This is an optimization exercise on Yosys and OpenROAD, whose aim is small area and a short achievable clock period, not a production implementation.
Where RTL was checked, it was by simulation tests only, not by an equivalence proof against the original.
Power is estimated from default activity; no workload was simulated.

// fpmul
module fpmul (
	input             clk,
	input      [31:0] X,
	input      [31:0] Y,
	output     [31:0] result,
	output reg        zero,
	output reg        underflow,
	output reg        overflow,
	output reg        nan
);
	wire [24:0] yb = {1'b1, Y[22:0], 1'b0};   
	wire [7:0]  s1_d, s2_d, s3_d, s4_d, neg_d;
	genvar i;
	generate for (i = 0; i < 8; i = i + 1) begin : enc
		wire [2:0] c = yb[3*i+3] ? ~yb[3*i+2:3*i] : yb[3*i+2:3*i];   
		assign s1_d[i]  = ~c[2] & (c[1] ^ c[0]);
		assign s2_d[i]  = (~c[2] & c[1] & c[0]) | (c[2] & ~c[1] & ~c[0]);
		assign s3_d[i]  = c[2] & (c[1] ^ c[0]);
		assign s4_d[i]  = c[2] & c[1] & c[0];
		assign neg_d[i] = yb[3*i+3] & ~(&yb[3*i+2:3*i]);
	end endgenerate
	wire [23:0] mx = {1'b1, X[22:0]};
	wire [24:1] x3p = {1'b0, mx[23:1]} ^ mx[23:0];   
	wire [24:1] x3g = {1'b0, mx[23:1]} & mx[23:0];
	wire xg0_1 = x3g[2] | (x3p[2] & x3g[1]);
	wire xp0_1 = x3p[2] & x3p[1];
	wire xg0_3 = x3g[4] | (x3p[4] & x3g[3]);
	wire xp0_3 = x3p[4] & x3p[3];
	wire xg0_5 = x3g[6] | (x3p[6] & x3g[5]);
	wire xp0_5 = x3p[6] & x3p[5];
	wire xg0_7 = x3g[8] | (x3p[8] & x3g[7]);
	wire xp0_7 = x3p[8] & x3p[7];
	wire xg0_9 = x3g[10] | (x3p[10] & x3g[9]);
	wire xp0_9 = x3p[10] & x3p[9];
	wire xg0_11 = x3g[12] | (x3p[12] & x3g[11]);
	wire xp0_11 = x3p[12] & x3p[11];
	wire xg0_13 = x3g[14] | (x3p[14] & x3g[13]);
	wire xp0_13 = x3p[14] & x3p[13];
	wire xg0_15 = x3g[16] | (x3p[16] & x3g[15]);
	wire xp0_15 = x3p[16] & x3p[15];
	wire xg0_17 = x3g[18] | (x3p[18] & x3g[17]);
	wire xp0_17 = x3p[18] & x3p[17];
	wire xg0_19 = x3g[20] | (x3p[20] & x3g[19]);
	wire xp0_19 = x3p[20] & x3p[19];
	wire xg0_21 = x3g[22] | (x3p[22] & x3g[21]);
	wire xp0_21 = x3p[22] & x3p[21];
	wire xg0_23 = x3g[24] | (x3p[24] & x3g[23]);
	wire xp0_23 = x3p[24] & x3p[23];
	wire xg1_2 = x3g[3] | (x3p[3] & xg0_1);
	wire xp1_2 = x3p[3] & xp0_1;
	wire xg1_3 = xg0_3 | (xp0_3 & xg0_1);
	wire xp1_3 = xp0_3 & xp0_1;
	wire xg1_6 = x3g[7] | (x3p[7] & xg0_5);
	wire xp1_6 = x3p[7] & xp0_5;
	wire xg1_7 = xg0_7 | (xp0_7 & xg0_5);
  ...
Size: roughly 1900 cells after synthesis, ~18000 sq um of cells after synthesis.
clock: 8.0 ns
lec_check: 0
cap_margin: 20
core_margin: 2
core_utilization: 40
setup_slack_margin: 3.5
slew_margin: 20
synth_hierarchical: 1
synth_minimum_keep_size: 0
standard.sh (not shown) runs the stock make flow with config.mk's settings and CLKGATE_MAP_FILE= SYNTH_SCRIPT=/design/flow/synth_recipe.tcl, a recipe that flattens the netlist after the stock synthesis.
==> flow/flow/run.sh <==
#!/bin/bash
export BUFFER_PORTS_ARGS="-buffer_cell sky130_fd_sc_hd__buf_1"
bash standard.sh > standard.log 2>&1
Change:
- CTS_BUF_LIST: not set -> sky130_fd_sc_hd__clkbuf_8
- TNS_END_PERCENT: not set -> 0
After rerunning: The new run passed the timing, DRC and antenna checks; count of clock-buffer cells in the layout is unchanged; design area came out lower by 1.3%; critical path depth stays the same; power came out lower by 2.3%; fmax barely changes; hold slack gets better by 0.014 ns; die area is unchanged; first-iteration DRC count came out higher by 5.0%; via count stays flat; clock skew came out higher by 0.0077 ns; routed wire length is about the same.
Change:
- TNS_END_PERCENT: 0 -> 30
- worst setup slack gains 0.012 ns
- die area does not change
- area after synthesis does not change
- sequential share of layout area barely changes
- core utilization grows by 0.15 points
- cell area grows by 0.35%
- cell count stays the same
- count of clock-buffer cells in the layout does not change
- flip-flop and latch count does not change
- first-iteration DRC count shrinks by 2.4%
Change:
- CTS_BUF_LIST: sky130_fd_sc_hd__clkbuf_8 -> not set
- SETUP_SLACK_MARGIN: 3.5 -> 3.25
- TNS_END_PERCENT: 30 -> not set
After rerunning: Power went up by 2.0%; setup slack degrades by 0.22 ns; cell count stays flat; global-route usage stays flat; fmax came out lower by 4.8%; register-to-register slack loses 0.22 ns; clock-buffer cell count is unchanged; synthesized cell count is unchanged; clock power rises by 35%.
Change:
- CORE_UTILIZATION: 40 -> 55
- CTS_BUF_LIST: not set -> sky130_fd_sc_hd__clkbuf_8
- SETUP_SLACK_MARGIN: 3.25 -> 3.5
The new run finished with timing, DRC and antenna clean.
Via count increases slightly.
Sequential cell count stays the same.
Utilization rose by 16 points.
Wire length barely changes.

run a:
fpmul, a different RTL version from the one above (not shown whole).
For scale: about 1800 cells after synthesis, ~18000 µm² of cells after synthesis.
==> flow/config.mk <==
export PLATFORM = sky130hd
export DESIGN_NAME = fpmul
export DESIGN_NICKNAME = fpmul
export VERILOG_FILES = /design/flow/design.v
export SDC_FILE = /design/flow/constraint.sdc
export NUM_CORES = 4
export LEC_CHECK = 0
export CAP_MARGIN = 20
export CORE_MARGIN = 2
export CORE_UTILIZATION = 40
export SETUP_SLACK_MARGIN = 4
export SLEW_MARGIN = 20
export SYNTH_HIERARCHICAL = 1
export SYNTH_MINIMUM_KEEP_SIZE = 0
==> flow/constraint.sdc <==
create_clock -name core_clock -period 8.0 [get_ports {clk}]
set_input_delay 1.6000 -clock core_clock [delete_from_list [all_inputs] [get_ports {clk}]]
set_output_delay 1.6000 -clock core_clock [all_outputs]
set_load 0.01 [all_outputs]
Scripts as last shown in full above: flow/flow/run.sh
Relative to run a, the following input files were edited for run b:
Settings: changing SETUP_SLACK_MARGIN from 4 to 3.
## What came out
- On post-detailed-route via-to-cell ratio: between run b and run a, it ends up higher for run a.
- Summary of the comparison: power is lower in run b, relative to run a.
- Sort run b and run a by switching power desc -> top: run a
No functional check of the RTL was part of any run of this note.

[afterwards: timing with drivers on the ports]
Ports are ideal in the flow. The routed layouts listed here were re-timed in OpenROAD.
Step 1 (the two cells are an assumption about what drives the block):
set clk [get_ports {clk}]
set_driving_cell -lib_cell sky130_fd_sc_hd__clkbuf_16 $clk
set_driving_cell -lib_cell sky130_fd_sc_hd__buf_2 [delete_from_list [all_inputs] $clk]
Step 2, shift: input delay + t, output delay - t, t = (earliest + latest rising clock arrival at the registers) / 2. This alone moves slack from input paths to output paths.
a / b / c = no drivers / after step 1 / after step 2; a / b = the first two.
run	t, ns	setup slack, ns	worst setup path after step 2	worst slew at a driven data input, ns	pins driven straight from the clock port
the first run of note 1	0.515	3.535 / 3.535 / 3.535	register to register	0.06	1
the second run of note 1	0.565	3.541 / 3.534 / 3.541	register to register	0.07	1
the third run of note 1	0.568	3.553 / 3.553 / 3.553	register to register	0.07	1
the fourth run of note 1	0.518	3.329 / 3.329 / 3.329	register to register	0.06	1
the fifth run of note 1	0.553	3.575 / 3.574 / 3.575	register to register	0.04	1
run a	0.488	3.122 / 3.074 / 3.563	register to output	0.04	1
run b	0.488	3.096 / 3.044 / 3.532	register to output	0.05	1
After both steps setup and hold are still met in every run listed.
